Source: an optimization exercise on an open RTL-to-GDS flow (aim: small area and a short achievable clock period). Production flows keep margins and buffers that such runs may drop. RTL that was checked went through simulation tests only; none was proved equivalent to the original. Only the layout flow was run in run 3; the RTL was not checked for function there. No activity file was given, so power comes from the tool's default toggle rates.

## flow/design.v (module list and top-level ports; edited modules follow where they fit)
// module alu_top: 24 lines
// module ALU: 803 lines
// module alu_fin: 153 lines
// module alu_zd: 70 lines
// module z_nand2: 5 lines
// module z_nor2: 5 lines
// module ha: 6 lines
// module fa: 6 lines
module alu_top(CLK, OP1, OP2, OPRN, OUT, ZERO);
  // ...
==> flow/flow/run.sh <==
#!/bin/bash
set -euo pipefail
bash standard.sh "BUFFER_PORTS_ARGS=-buffer_cell sky130_fd_sc_hd__buf_1" SETUP_SLACK_MARGIN=22.6 finish > standard_flow.log 2>&1
==> flow/standard.sh <==
#!/bin/bash
# synth_recipe.tcl (not shown) runs the flow's synth.tcl, then flattens the netlist and writes it again
# the make line also repeats each setting of config.mk as NAME=value (left out here)
make -C /OpenROAD-flow-scripts/flow DESIGN_CONFIG=/design/flow/config.mk WORK_HOME=/design/flow/orfs CLKGATE_MAP_FILE= SYNTH_SCRIPT=/design/flow/synth_recipe.tcl "${@:-finish}"
==> flow/config.mk <==
export PLATFORM = sky130hd
export DESIGN_NAME = alu_top
export DESIGN_NICKNAME = alu_top
export VERILOG_FILES = /design/flow/design.v
export SDC_FILE = /design/flow/constraint.sdc
export NUM_CORES = 4
export LEC_CHECK = 0
export ABC_AREA = 1
export CAP_MARGIN = 0
export CORE_MARGIN = 2
export CORE_UTILIZATION = 40
export CTS_BUF_LIST = sky130_fd_sc_hd__clkbuf_8
export SLEW_MARGIN = 0
export SYNTH_HIERARCHICAL = 1
export SYNTH_MINIMUM_KEEP_SIZE = 0
==> flow/constraint.sdc <==
create_clock -name core_clock -period 29.5 [get_ports {CLK}]
set_input_delay 5.9000 -clock core_clock [delete_from_list [all_inputs] [get_ports {CLK}]]
set_output_delay 5.9000 -clock core_clock [all_outputs]
set_load 0.01 [all_outputs]
==> summary.md, run 1 <==
| Metric | Value |
|---|---|
| Fraction of area in registers | `9.85%` |
| CP Max Fanout | `1` |
| WP data arrival | `0.86 ns` |
| Worst r2r dst | `out_q[31]` |
| Relative slew margins | `43.1%` |
| First DRT Iteration DRCs | `2426` |
| Signal inverters | `326` |
| WL final | `71400 µm` |
| CTS sink count | `101` |
| Reg power frac | `11.7%` |
| Net load switching power | `0.884 mW` |
| CTS Buffer Depth | `2` |
| Status | `no timing/DRC/antenna violations` |
| Residual DRC count | `0` |
| Vias in the first global route | `17500` |
| Setup crit end kind | `primary output` |
| Hold Vio Cnt, Final | `0` |
| Tap cells | `600` |
| Worst min path class | `reg2reg` |
| Nonclk buf count | `236` |
| CP max stage cell | `dfxtp_1` |
| CP Depth | `1` |
| Most frequent cells in the layout | `nand2_1 (621), inv_1 (280), xor2_1 (261)` |
| Mapped Nets | `2918` |
| H-tree Lvls | `3` |
==> run 2, diff against run 1 <==
--- a/flow/config.mk
+++ b/flow/config.mk
@@ -6,5 +6,4 @@
 export NUM_CORES = 4
 export LEC_CHECK = 0
-export ABC_AREA = 1
 export CAP_MARGIN = 0
 export CORE_MARGIN = 2
==> run 2 against run 1 <==
Wire length shrank 14%. Synthesized area shrank 8.7%. Final cell count shrank 28%. Still clean. Count of clock-buffer cells in the layout grew 1. Critical endpoint is now out_q[0]. Clock power grew 5.4%. Non-clock buffer count shrank 46.
==> summary.md, run 2 <==
| Metric | Value |
|---|---|
| WL/cell | `26.2 µm` |
| Die area | `0.0435 mm²` |
| Max_cap viols | `0` |
| CP Max Fanout | `12 (+11)` |
| Most Crowded Layer GR | `met2` |
| Number of diodes | `0` |
| CTS buffer count | `9` |
| Die width | `209 µm` |
| Port bufs | `101` |
| Post-route ant nets | `0` |
| Core Util, Final | `45.7%` |
| Gpl congestion | `0.997` |
| GRT met1 Usage | `37.4%` |
| Pre-Repair DR Iteration Count | `8` |
| CP Launch Type | `flop` |
| Most common cell after layout, fill and taps aside | `xnor2_1` |
| Clk_skew | `0.0231 ns` |
| Ports | `104` |
| Fmax | `147 MHz` |
| Clock latency on the worst-skew pair | `0.39 ns` |
| Residual DRC count | `0 (unchanged)` |
| Final min period | `6.82 ns` |
| Hold Vio Cnt, Final | `0 (unchanged)` |
| Setup crit end kind | `flop` |
| Clock Tree Root | `clkbuf_8` |
| Overflow after GRT | `0` |
| Finished Cell Area | `0.0187 mm²` |
| Total Power | `1.51 mW` |
| Peak VDD IR | `0.0593 mV` |
| First DRT Iteration DRCs | `2364 (-2.6%)` |
| R2r setup slk | `22.68 ns` |
| Unrepaired setup endpoints after global routing | `true` |
| Mapped Nets | `2137 (-27%)` |
| Worst min path class | `reg2reg` |
| # hold bufs at CTS | `0` |
| CTS Buffer Depth | `2 (unchanged)` |
| Filler Cell Count | `3900` |
| Syn Inst Count | `1762` |
| Worst r2r dst | `out_q[0]` |
| Post-DR vias/cell | `6.32` |
| Power Dens Cells | `80.8 mW/mm²` |
| Biggest regs | `op1_q x32, op2_q x32, out_q x32` |
| Hold EP | `zero_q` |
| Path depth of the worst reg2reg path | `24` |
| Hold Crit Depth | `3` |
| Clock-pin slew on the worst setup and hold paths | `0.11 ns` |
| Area Overhead vs Synth | `12.0%` |
| Setup TNS | `0 ns` |
| Vias in the first global route | `14900 (-15%)` |
| Initial antenna violation count | `0` |
| Die H | `209 µm` |
| Setup CP Type | `reg2reg` |
| First-pass GRT wire length | `92300 µm` |
| Relative slew margins | `31.2% (-12 points)` |
| Starting Density | `40.8%` |
| Met2 Use GR | `43.3%` |
| Hold Startpoint | `oprn_q[1]` |
| Most frequent cells in the layout | `xnor2_1 (288), o22ai_1 (225), fa_1 (212)` |
| Setup crit start | `oprn_q[0]` |
| Worst-margin pin slew | `1.03 ns` |
| Row count | `74` |
| CP required | `29.77 ns` |
| Dpl hpwl | `43000 µm` |
| Endpoints failing setup | `0` |
| WL final | `61500 µm (-14%)` |
| GR Layer Usage met3 | `8.48%` |
| Syn Area/Cell | `9.50 µm²` |
| WP data arrival | `7.09 ns (+6.23 ns)` |
| CTS tree | `yes` |
| CTS sink count | `101 (unchanged)` |
| Leakage | `7.61 nW` |
| Placed Area | `0.0176 mm²` |
| GRT Util Overall | `28.0%` |
| Final net count | `2190` |
| Status | `no timing/DRC/antenna violations` |
| Core area | `0.0410 mm²` |
| Largest net degree at the start of global routing | `35` |
| Final Max Tran Viols | `0` |
| H-tree Lvls | `3 (unchanged)` |
| Layout cells sized above 1 | `13.5%` |
| Vias | `14900` |
| Reg-to-Reg Start | `oprn_q[0]` |
| YS warnings | `7` |
| Cell Area, Synth | `0.0167 mm²` |
| Period utilization | `23.1%` |
-- run 2: per-layer routing --
metal / share of wire (%) / wire length (µm)
met5: 0 / 0
met4: 4.1 / 2500
met3: 13 / 7990
met2: 44 / 27100
met1: 39 / 23900
-- run 2: power breakdown --
group	internal, mW	leakage, nW	total, mW	switching (mW)
combinational	0.517	6.65	1.23	0.718
sequential	0.167	0.854	0.188	0.0206
clock	0.0414	0.105	0.0910	0.0495
-- run 2: timing repair --
action / in CTS / in global routing
hold endpoints to repair: 0 / 0
resized for setup: 72 / 46
setup buffers: 12 / 15
pin swaps: 11 / 14
gates cloned: 9 / 1
setup endpoints to repair: 33 / 20
-- run 2: how the worst max path moves through the flow --
stage                            to  slack [ns]  cells past startpoint
after floorplan            out_q[0]       22.77                     24
after CTS                  out_q[0]       22.60                     23
after global routing       out_q[0]       22.56                     24
final                      out_q[0]       22.68                     24
after global placement     out_q[1]       20.99                     20
after detailed placement  out_q[30]       20.92                     20
-- run 2: worst max-delay path, stage by stage, from the launching register on --
cell and delay, ns:
dfxtp_4 0.39, buf_12 0.12, and4bb_4 0.30, buf_12 0.16, nand2_2 0.13, buf_12 0.16, mux2_4 0.33, buf_4 0.18
o22ai_1 0.16, xnor2_1 0.17, fa_1 0.49, fa_1 0.51, fa_1 0.40, fa_1 0.54, fa_1 0.42, ha_1 0.42
inv_1 0.08, ha_2 0.35, a21o_1 0.20, a31oi_4 0.21, a21oi_4 0.06, a22o_1 0.21, a21oi_2 0.18, xnor2_2 0.15
a221o_1 0.35
-- run 2: area by class of cell --
cell class	instances	area (µm²)	area share (%)
inverters	111	417	2.22
flip-flops and latches	101	2050	10.9
clock buffers	10	138	0.735
clock inverters	6	62.6	0.334
multi-input cells	1402	14200	75.6
repair buffers	190	1250	6.66
well taps	532	666	3.55
-- run 2: metrics by stage --
step                      std cells  hold WS, ns  setup WS (ns)
after global placement         2299        0.846          20.99
after detailed placement       2299        0.865          20.92
after global routing           2352        0.898          22.56
after CTS                      2336        0.884          22.60
after floorplan                1762        0.651          22.77
final                          2352        0.890          22.68
==> module alu_fin, before the edit <==
module alu_fin(OUT, ZERO, ms, mcn, fci, sel_s, sel_r, lg, zfix, zuse);
	output [31:0] OUT;
	output ZERO;
	input [31:0] ms, lg;
	input [19:0] mcn;
	wire [31:0] mc = {mcn[19], 1'b0, mcn[18], 1'b0, mcn[17], 1'b0, mcn[16], 1'b0, mcn[15], mcn[14], mcn[13], 1'b0, mcn[12], 1'b0, mcn[11], mcn[10], 1'b0, mcn[9], 1'b0, mcn[8], mcn[7], mcn[6], 1'b0, mcn[5], mcn[4], 1'b0, mcn[3], 1'b0, mcn[2], 1'b0, mcn[1], mcn[0]};
	input fci, sel_s, sel_r, zfix, zuse;
	wire [31:0] fx = ms;
	wire [31:0] fy = mc;
	wire [31:0] pg_p = fx ^ fy;
	wire [31:0] pg_g = fx & fy;
	wire G0_0 = pg_g[0] | (pg_p[0] & fci);
	wire G1_0 = pg_g[1] | (pg_p[1] & G0_0);
	wire G3_2 = pg_g[3] | (pg_p[3] & pg_g[2]);
	wire P3_2 = pg_p[3] & pg_p[2];
	wire G5_4 = pg_g[5] | (pg_p[5] & pg_g[4]);
	wire P5_4 = pg_p[5] & pg_p[4];
	wire G7_6 = pg_g[7] | (pg_p[7] & pg_g[6]);
	wire P7_6 = pg_p[7] & pg_p[6];
	wire G9_8 = pg_g[9] | (pg_p[9] & pg_g[8]);
	wire P9_8 = pg_p[9] & pg_p[8];
	wire G11_10 = pg_g[11] | (pg_p[11] & pg_g[10]);
	wire P11_10 = pg_p[11] & pg_p[10];
	wire G13_12 = pg_g[13] | (pg_p[13] & pg_g[12]);
	wire P13_12 = pg_p[13] & pg_p[12];
	wire G15_14 = pg_g[15] | (pg_p[15] & pg_g[14]);
	wire P15_14 = pg_p[15] & pg_p[14];
	wire G17_16 = pg_g[17] | (pg_p[17] & pg_g[16]);
	wire P17_16 = pg_p[17] & pg_p[16];
	wire G19_18 = pg_g[19] | (pg_p[19] & pg_g[18]);
	wire P19_18 = pg_p[19] & pg_p[18];
	wire G21_20 = pg_g[21] | (pg_p[21] & pg_g[20]);
	wire P21_20 = pg_p[21] & pg_p[20];
	wire G23_22 = pg_g[23] | (pg_p[23] & pg_g[22]);
	wire P23_22 = pg_p[23] & pg_p[22];
	wire G25_24 = pg_g[25] | (pg_p[25] & pg_g[24]);
	wire P25_24 = pg_p[25] & pg_p[24];
	wire G27_26 = pg_g[27] | (pg_p[27] & pg_g[26]);
	wire P27_26 = pg_p[27] & pg_p[26];
	wire G29_28 = pg_g[29] | (pg_p[29] & pg_g[28]);
	wire P29_28 = pg_p[29] & pg_p[28];
	wire G31_30 = pg_g[31] | (pg_p[31] & pg_g[30]);
	wire P31_30 = pg_p[31] & pg_p[30];
	wire G2_0 = pg_g[2] | (pg_p[2] & G1_0);
	wire G3_0 = G3_2 | (P3_2 & G1_0);
	wire G6_4 = pg_g[6] | (pg_p[6] & G5_4);
	wire P6_4 = pg_p[6] & P5_4;
	wire G7_4 = G7_6 | (P7_6 & G5_4);
	wire P7_4 = P7_6 & P5_4;
	wire G10_8 = pg_g[10] | (pg_p[10] & G9_8);
	wire P10_8 = pg_p[10] & P9_8;
	wire G11_8 = G11_10 | (P11_10 & G9_8);
	wire P11_8 = P11_10 & P9_8;
	wire G14_12 = pg_g[14] | (pg_p[14] & G13_12);
	wire P14_12 = pg_p[14] & P13_12;
	wire G15_12 = G15_14 | (P15_14 & G13_12);
	wire P15_12 = P15_14 & P13_12;
	wire G18_16 = pg_g[18] | (pg_p[18] & G17_16);
	wire P18_16 = pg_p[18] & P17_16;
	wire G19_16 = G19_18 | (P19_18 & G17_16);
	wire P19_16 = P19_18 & P17_16;
	wire G22_20 = pg_g[22] | (pg_p[22] & G21_20);
	wire P22_20 = pg_p[22] & P21_20;
	wire G23_20 = G23_22 | (P23_22 & G21_20);
	wire P23_20 = P23_22 & P21_20;
	wire G26_24 = pg_g[26] | (pg_p[26] & G25_24);
	wire P26_24 = pg_p[26] & P25_24;
	wire G27_24 = G27_26 | (P27_26 & G25_24);
	wire P27_24 = P27_26 & P25_24;
	wire G30_28 = pg_g[30] | (pg_p[30] & G29_28);
	wire P30_28 = pg_p[30] & P29_28;
	wire G31_28 = G31_30 | (P31_30 & G29_28);
	wire P31_28 = P31_30 & P29_28;
	wire G4_0 = pg_g[4] | (pg_p[4] & G3_0);
	wire G5_0 = G5_4 | (P5_4 & G3_0);
	wire G6_0 = G6_4 | (P6_4 & G3_0);
	wire G7_0 = G7_4 | (P7_4 & G3_0);
	wire G12_8 = pg_g[12] | (pg_p[12] & G11_8);
	wire P12_8 = pg_p[12] & P11_8;
	wire G13_8 = G13_12 | (P13_12 & G11_8);
	wire P13_8 = P13_12 & P11_8;
	wire G14_8 = G14_12 | (P14_12 & G11_8);
	wire P14_8 = P14_12 & P11_8;
	wire G15_8 = G15_12 | (P15_12 & G11_8);
	wire P15_8 = P15_12 & P11_8;
	wire G20_16 = pg_g[20] | (pg_p[20] & G19_16);
	wire P20_16 = pg_p[20] & P19_16;
	wire G21_16 = G21_20 | (P21_20 & G19_16);
	wire P21_16 = P21_20 & P19_16;
	wire G22_16 = G22_20 | (P22_20 & G19_16);
	wire P22_16 = P22_20 & P19_16;
	wire G23_16 = G23_20 | (P23_20 & G19_16);
	wire P23_16 = P23_20 & P19_16;
	wire G28_24 = pg_g[28] | (pg_p[28] & G27_24);
	wire P28_24 = pg_p[28] & P27_24;
	wire G29_24 = G29_28 | (P29_28 & G27_24);
	wire P29_24 = P29_28 & P27_24;
	wire G30_24 = G30_28 | (P30_28 & G27_24);
	wire P30_24 = P30_28 & P27_24;
	wire G31_24 = G31_28 | (P31_28 & G27_24);
	wire P31_24 = P31_28 & P27_24;
	wire G8_0 = pg_g[8] | (pg_p[8] & G7_0);
	wire G9_0 = G9_8 | (P9_8 & G7_0);
	wire G10_0 = G10_8 | (P10_8 & G7_0);
	wire G11_0 = G11_8 | (P11_8 & G7_0);
	wire G12_0 = G12_8 | (P12_8 & G7_0);
	wire G13_0 = G13_8 | (P13_8 & G7_0);
	wire G14_0 = G14_8 | (P14_8 & G7_0);
	wire G15_0 = G15_8 | (P15_8 & G7_0);
	wire G24_16 = pg_g[24] | (pg_p[24] & G23_16);
	wire P24_16 = pg_p[24] & P23_16;
	wire G25_16 = G25_24 | (P25_24 & G23_16);
	wire P25_16 = P25_24 & P23_16;
	wire G26_16 = G26_24 | (P26_24 & G23_16);
	wire P26_16 = P26_24 & P23_16;
	wire G27_16 = G27_24 | (P27_24 & G23_16);
	wire P27_16 = P27_24 & P23_16;
	wire G28_16 = G28_24 | (P28_24 & G23_16);
	wire P28_16 = P28_24 & P23_16;
	wire G29_16 = G29_24 | (P29_24 & G23_16);
	wire P29_16 = P29_24 & P23_16;
	wire G30_16 = G30_24 | (P30_24 & G23_16);
	wire P30_16 = P30_24 & P23_16;
	wire G31_16 = G31_24 | (P31_24 & G23_16);
	wire P31_16 = P31_24 & P23_16;
	wire G16_0 = pg_g[16] | (pg_p[16] & G15_0);
	wire G17_0 = G17_16 | (P17_16 & G15_0);
	wire G18_0 = G18_16 | (P18_16 & G15_0);
	wire G19_0 = G19_16 | (P19_16 & G15_0);
	wire G20_0 = G20_16 | (P20_16 & G15_0);
	wire G21_0 = G21_16 | (P21_16 & G15_0);
	wire G22_0 = G22_16 | (P22_16 & G15_0);
	wire G23_0 = G23_16 | (P23_16 & G15_0);
	wire G24_0 = G24_16 | (P24_16 & G15_0);
	wire G25_0 = G25_16 | (P25_16 & G15_0);
	wire G26_0 = G26_16 | (P26_16 & G15_0);
	wire G27_0 = G27_16 | (P27_16 & G15_0);
	wire G28_0 = G28_16 | (P28_16 & G15_0);
	wire G29_0 = G29_16 | (P29_16 & G15_0);
	wire G30_0 = G30_16 | (P30_16 & G15_0);
	wire G31_0 = G31_16 | (P31_16 & G15_0);
	wire [31:0] cy = {G30_0, G29_0, G28_0, G27_0, G26_0, G25_0, G24_0, G23_0, G22_0, G21_0, G20_0, G19_0, G18_0, G17_0, G16_0, G15_0, G14_0, G13_0, G12_0, G11_0, G10_0, G9_0, G8_0, G7_0, G6_0, G5_0, G4_0, G3_0, G2_0, G1_0, G0_0, fci};
	wire [31:0] sum = pg_p ^ cy;
	wire [31:0] srev;
	genvar gi;
	generate for (gi = 0; gi < 32; gi = gi + 1) begin : rev_s
		assign srev[gi] = sum[31-gi];
	end endgenerate
	assign OUT = ({32{sel_s}} & sum) | ({32{sel_r}} & srev) | lg;
	wire zs;
	alu_zd u_zd(zs, pg_p, pg_p | pg_g, fci);
	assign ZERO = zfix | (zuse & zs);
endmodule
==> run 3, diff against run 2 <==
--- a/flow/design.v
+++ b/flow/design.v
@@ -978,87 +978,5 @@
 	end endgenerate
 	assign OUT = ({32{sel_s}} & sum) | ({32{sel_r}} & srev) | lg;
-	wire zs;
-	alu_zd u_zd(zs, pg_p, pg_p | pg_g, fci);
-	assign ZERO = zfix | (zuse & zs);
-endmodule
-module alu_zd(zs, p, t, fci);
-	output zs;
-	input [31:0] p, t;
-	input fci;
-	wire [31:0] zq = {t[30:0], 1'b0} | {32{fci}};
-	wire [31:0] e = ~(p ^ zq);   
-	wire z0_0;
-	z_nand2 u_z0_0(z0_0, e[0], e[1]);
-	wire z0_1;
-	z_nand2 u_z0_1(z0_1, e[2], e[3]);
-	wire z0_2;
-	z_nand2 u_z0_2(z0_2, e[4], e[5]);
-	wire z0_3;
-	z_nand2 u_z0_3(z0_3, e[6], e[7]);
-	wire z0_4;
-	z_nand2 u_z0_4(z0_4, e[8], e[9]);
-	wire z0_5;
-	z_nand2 u_z0_5(z0_5, e[10], e[11]);
-	wire z0_6;
-	z_nand2 u_z0_6(z0_6, e[12], e[13]);
-	wire z0_7;
-	z_nand2 u_z0_7(z0_7, e[14], e[15]);
-	wire z0_8;
-	z_nand2 u_z0_8(z0_8, e[16], e[17]);
-	wire z0_9;
-	z_nand2 u_z0_9(z0_9, e[18], e[19]);
-	wire z0_10;
-	z_nand2 u_z0_10(z0_10, e[20], e[21]);
-	wire z0_11;
-	z_nand2 u_z0_11(z0_11, e[22], e[23]);
-	wire z0_12;
-	z_nand2 u_z0_12(z0_12, e[24], e[25]);
-	wire z0_13;
-	z_nand2 u_z0_13(z0_13, e[26], e[27]);
-	wire z0_14;
-	z_nand2 u_z0_14(z0_14, e[28], e[29]);
-	wire z0_15;
-	z_nand2 u_z0_15(z0_15, e[30], e[31]);
-	wire z1_0;
-	z_nor2 u_z1_0(z1_0, z0_0, z0_1);
-	wire z1_1;
-	z_nor2 u_z1_1(z1_1, z0_2, z0_3);
-	wire z1_2;
-	z_nor2 u_z1_2(z1_2, z0_4, z0_5);
-	wire z1_3;
-	z_nor2 u_z1_3(z1_3, z0_6, z0_7);
-	wire z1_4;
-	z_nor2 u_z1_4(z1_4, z0_8, z0_9);
-	wire z1_5;
-	z_nor2 u_z1_5(z1_5, z0_10, z0_11);
-	wire z1_6;
-	z_nor2 u_z1_6(z1_6, z0_12, z0_13);
-	wire z1_7;
-	z_nor2 u_z1_7(z1_7, z0_14, z0_15);
-	wire z2_0;
-	z_nand2 u_z2_0(z2_0, z1_0, z1_1);
-	wire z2_1;
-	z_nand2 u_z2_1(z2_1, z1_2, z1_3);
-	wire z2_2;
-	z_nand2 u_z2_2(z2_2, z1_4, z1_5);
-	wire z2_3;
-	z_nand2 u_z2_3(z2_3, z1_6, z1_7);
-	wire z3_0;
-	z_nor2 u_z3_0(z3_0, z2_0, z2_1);
-	wire z3_1;
-	z_nor2 u_z3_1(z3_1, z2_2, z2_3);
-	wire z4_0;
-	z_nand2 u_z4_0(z4_0, z3_0, z3_1);
-	assign zs = ~z4_0;
-endmodule
-module z_nand2(y, a, b);
-	output y;
-	input a, b;
-	assign y = ~(a & b);
-endmodule
-module z_nor2(y, a, b);
-	output y;
-	input a, b;
-	assign y = ~(a | b);
+	assign ZERO = zfix | (zuse & ~|sum);
 endmodule
 module ha(s, co, a, b);
==> flow/flow/run.sh (replaced) <==
#!/bin/bash
set -euo pipefail
bash standard.sh "BUFFER_PORTS_ARGS=-buffer_cell sky130_fd_sc_hd__buf_1" SETUP_SLACK_MARGIN=22.5 finish > standard_flow.log 2>&1
--- a/flow/config.mk
+++ b/flow/config.mk
@@ -6,9 +6,9 @@
 export NUM_CORES = 4
 export LEC_CHECK = 0
-export CAP_MARGIN = 0
+export CAP_MARGIN = 20
 export CORE_MARGIN = 2
 export CORE_UTILIZATION = 40
 export CTS_BUF_LIST = sky130_fd_sc_hd__clkbuf_8
-export SLEW_MARGIN = 0
+export SLEW_MARGIN = 20
 export SYNTH_HIERARCHICAL = 1
 export SYNTH_MINIMUM_KEEP_SIZE = 0
==> run 3 against run 2 <==
Combinational power shrank 5%. Clock skew is 0.0072 ns lower. First-iteration DRC count shrank 12%. Largest cell class unchanged. Clock power is 9.0% higher. Total power fell by 4.0%. Synthesized area shrank 4.2%. Sequential power about the same. Critical path depth down 1. Critical endpoint is now zero_q. Setup slack got worse by 0.44 ns. Fmax is 6.1% lower. Largest power group unchanged.
==> summary.md, run 3 <==
| Metric | Value |
|---|---|
| Syn Area/Cell | `9.82 µm² (+3.4%)` |
| WL final | `60400 µm (-1.9%)` |
| Peak VDD IR | `0.0707 mV (+19%)` |
| Syn Inst Count | `1633 (-7.3%)` |
| Starting Density | `40.5% (-0.34 points)` |
| WP data arrival | `7.55 ns (+0.46 ns)` |
| Pint | `0.705 mW (-2.9%)` |
| Max_cap viols | `0 (unchanged)` |
| CTS sink count | `101 (unchanged)` |
| GRT Util Overall | `29.0% (+1.0 points)` |
| Die area | `0.0417 mm² (-4.1%)` |
| Overflow after GRT | `0 (unchanged)` |
| Leakage | `7.24 nW (-5.0%)` |
| Area Overhead vs Synth | `14.8%` |
| Most used cell, CP | `fa_1` |
| Worst-margin pin slew | `1.06 ns (+0.0263 ns)` |
| Placed Area | `0.0170 mm² (-3.7%)` |
| CP Launch Type | `flop` |
| Ports | `104 (unchanged)` |
| Clock Tree Root | `clkbuf_8` |
| CP max stage cell | `or4_2` |
| Residual DRC count | `0 (unchanged)` |
| Cell Area, Synth | `0.0160 mm² (-4.2%)` |
| Clock-pin slew on the worst setup and hold paths | `0.10 ns (about the same)` |
| CTS Buffer Depth | `2 (unchanged)` |
| Net load switching power | `0.748 mW (-5.1%)` |
| Most common cell after layout, fill and taps aside | `xnor2_1` |
| Setup CP Type | `reg2reg` |
| Die H | `204 µm (-2.1%)` |
| Final min period | `7.26 ns (+0.445 ns)` |
| Port bufs | `101 (unchanged)` |
| CP required | `29.78 ns (about the same)` |
| WL/cell | `27.0 µm (+3.2%)` |
| Hold Slack | `0.886 ns (-0.00477 ns)` |
| Row count | `73 (-1.4%)` |
| First DRT Iteration DRCs | `2069 (-12%)` |
| Die width | `204 µm (-2.1%)` |
| Vias | `14600 (-2.0%)` |
| Post-DR vias/cell | `6.50 (+3.0%)` |
| Layout cells sized above 1 | `16.5% (+3.0 points)` |
| Most frequent cells in the layout | `xnor2_1 (281), o22ai_1 (224), fa_1 (205)` |
| Largest net degree at the start of global routing | `35 (unchanged)` |
| Fmax | `138 MHz (-6.1%)` |
| Mapped Nets | `1988 (-7.0%)` |
| CTS tree | `yes` |
| Final Max Tran Viols | `0 (unchanged)` |
| Clk_skew | `0.0160 ns (-0.00717 ns)` |
| Unrepaired setup endpoints after global routing | `true` |
| CP Cell Sequence | `nor2b_4 -> nand2_4 -> bufbuf_16 -> mux2i_4 -> buf_6 -> buf_2 -> o22ai_1 -> xnor2_1 -> fa_1 -> fa_1 -> fa_1 -> fa_1 -> fa_1 -> fa_2 -> ha_4 -> and3_1 -> nand2_1 -> o21a_1 -> nor2_1 -> or4_2 -> a222oi_1 -> nand4_1 -> o31ai_2` |
| Setup TNS | `0 ns (unchanged)` |
| Number of diodes | `0 (unchanged)` |
| Dpl hpwl | `42300 µm (-1.4%)` |
| Clock latency on the worst-skew pair | `0.38 ns (about the same)` |
| Relative slew margins | `28.7% (-2.5 points)` |
| Period utilization | `24.6% (+1.5 points)` |
| Finished Cell Area | `0.0184 mm² (-1.8%)` |
| H-tree Lvls | `3 (unchanged)` |
| Power Dens Cells | `78.9 mW/mm² (-2.3%)` |
| Status | `no timing/DRC/antenna violations` |
| Initial antenna violation count | `0 (unchanged)` |
| Comb pwr share | `80.4% (-1.2 points)` |
| Hold Vio Cnt, Final | `0 (unchanged)` |
| First-pass GRT wire length | `90900 µm (-1.6%)` |
| YS warnings | `7 (unchanged)` |
| Post-route ant nets | `0 (unchanged)` |
| Endpoints failing setup | `0 (unchanged)` |
| Sw frac | `51.5% (-0.57 points)` |
| CTS buffer count | `9 (unchanged)` |
| CP peak stage delay | `0.63 ns (+0.09 ns)` |
| Vias in the first global route | `14700 (-1.4%)` |
| Biggest regs | `op1_q x32, op2_q x32, out_q x32` |
| Core area | `0.0396 mm² (-3.4%)` |
| Reg power frac | `12.8% (+0.4 points)` |
| Gpl congestion | `0.957 (-4.0%)` |
| Setup crit end kind | `flop` |
| Final net count | `2062 (-5.8%)` |
| Worst min path class | `reg2reg` |
| CP Max Fanout | `15 (+3)` |
| R2r setup slk | `22.24 ns (-0.44 ns)` |
| Pre-Repair DR Iteration Count | `8 (unchanged)` |
| Clock network power share | `6.8% (+0.8 points)` |
[run 3: cell type report]
class | instances | area, µm²
Fill cell | 3754 | 21200
Multi-Input combinational cell | 1327 | 13700
Sequential cell | 101 | 2050
Timing Repair Buffer | 209 | 1550
Tap cell | 525 | 657
Inverter | 59 | 221
Clock buffer | 10 | 138
Clock inverter | 6 | 92.6
[run 3: what timing repair did]
action | 4_1_cts | 5_1_grt
gates resized for setup | 120 | 20
pin swaps | 43 | 11
buffers inserted | 37 | 6
cloned | 11 | 0
hold buffers | 0 | 0
endpoints found under the hold margin | 0 | 0
setup endpoints to repair | 33 | 15
[run 3: stage by stage]
| stage | cells | utilization (%) | setup slack (ns) | power (mW) |
|---|---|---|---|---|
| 2_1_floorplan | 1633 | - | 22.53 | 0.879 |
| 3_3_place_gp | 2167 | 42.8 | 20.82 | 1.21 |
| 3_5_place_dp | 2167 | 42.8 | 20.81 | 1.22 |
| 4_1_cts | 2231 | 46.1 | 22.37 | 1.42 |
| 5_1_grt | 2237 | 46.4 | 22.12 | 1.55 |
| 6_report | 2237 | 46.4 | 22.24 | 1.45 |
[run 3: path summary, 6_finish.rpt]
kind,from,to,cells after the start
setup / recovery,oprn_q[2],zero_q,23
hold / removal,op1_q[17],out_q[17],3
setup reg to reg,oprn_q[2],zero_q,23
hold reg to reg,op1_q[17],out_q[17],3
[run 3: worst max-delay path: cells and delay by family (launching register included)]
| kind | cells | cell delay (ns) |
|---|---|---|
| AOI/OAI and AO/OA | 4 | 1.10 |
| xor gates and xnor gates | 1 | 0.18 |
| adders and majority gates | 7 | 2.94 |
| buffers and inverters | 3 | 0.75 |
| DFF | 1 | 0.36 |
| muxes | 1 | 0.27 |
| and+or+nand+nor | 7 | 1.54 |
[run 3: power by group through the flow]
stage | registers (mW) | logic [mW] | clock network (mW)
after CTS | 0.186 | 1.14 | 0.100
final | 0.186 | 1.17 | 0.0992
after detailed placement | 0.189 | 1.03 | 0
after global placement | 0.188 | 1.02 | 0
after global routing | 0.188 | 1.25 | 0.106
after floorplan | 0.191 | 0.688 | 0
[run 3: metal layers]
layer / track usage (%) / vias up / routed length, µm
li1: - / 6068 / -
met1: 37.4 / 7226 / 22800
met2: 44.7 / 1049 / 26600
met3: 8.93 / 208 / 7760
met4: 12.9 / 0 / 3250
met5: 0 / - / 0

==> separate check: timing with driven ports <==
The results above use ideal ports. As a check the final layouts listed here were re-extracted and re-timed, cells and wires unchanged. Step 1 (the two cells are an assumption about what drives the block):
set clk [get_ports {CLK}]
set_driving_cell -lib_cell sky130_fd_sc_hd__clkbuf_16 $clk
set_driving_cell -lib_cell sky130_fd_sc_hd__buf_2 [delete_from_list [all_inputs] $clk]
Step 2, shift: input delay + t, output delay - t, t = (earliest + latest rising clock arrival at the registers) / 2. This alone moves slack from input paths to output paths. Three values: ideal ports, drivers, drivers and shift; two values: the first two.
run | t, ns | setup slack, ns | cell pins on the clock port's net
run 1 | 0.430 | 22.743 / 22.697 / 22.857 | 1
run 2 | 0.411 | 22.680 / 22.674 / 22.680 | 1
run 3 | 0.407 | 22.235 / 22.235 / 22.235 | 1
After both steps setup and hold are still met in every run listed.
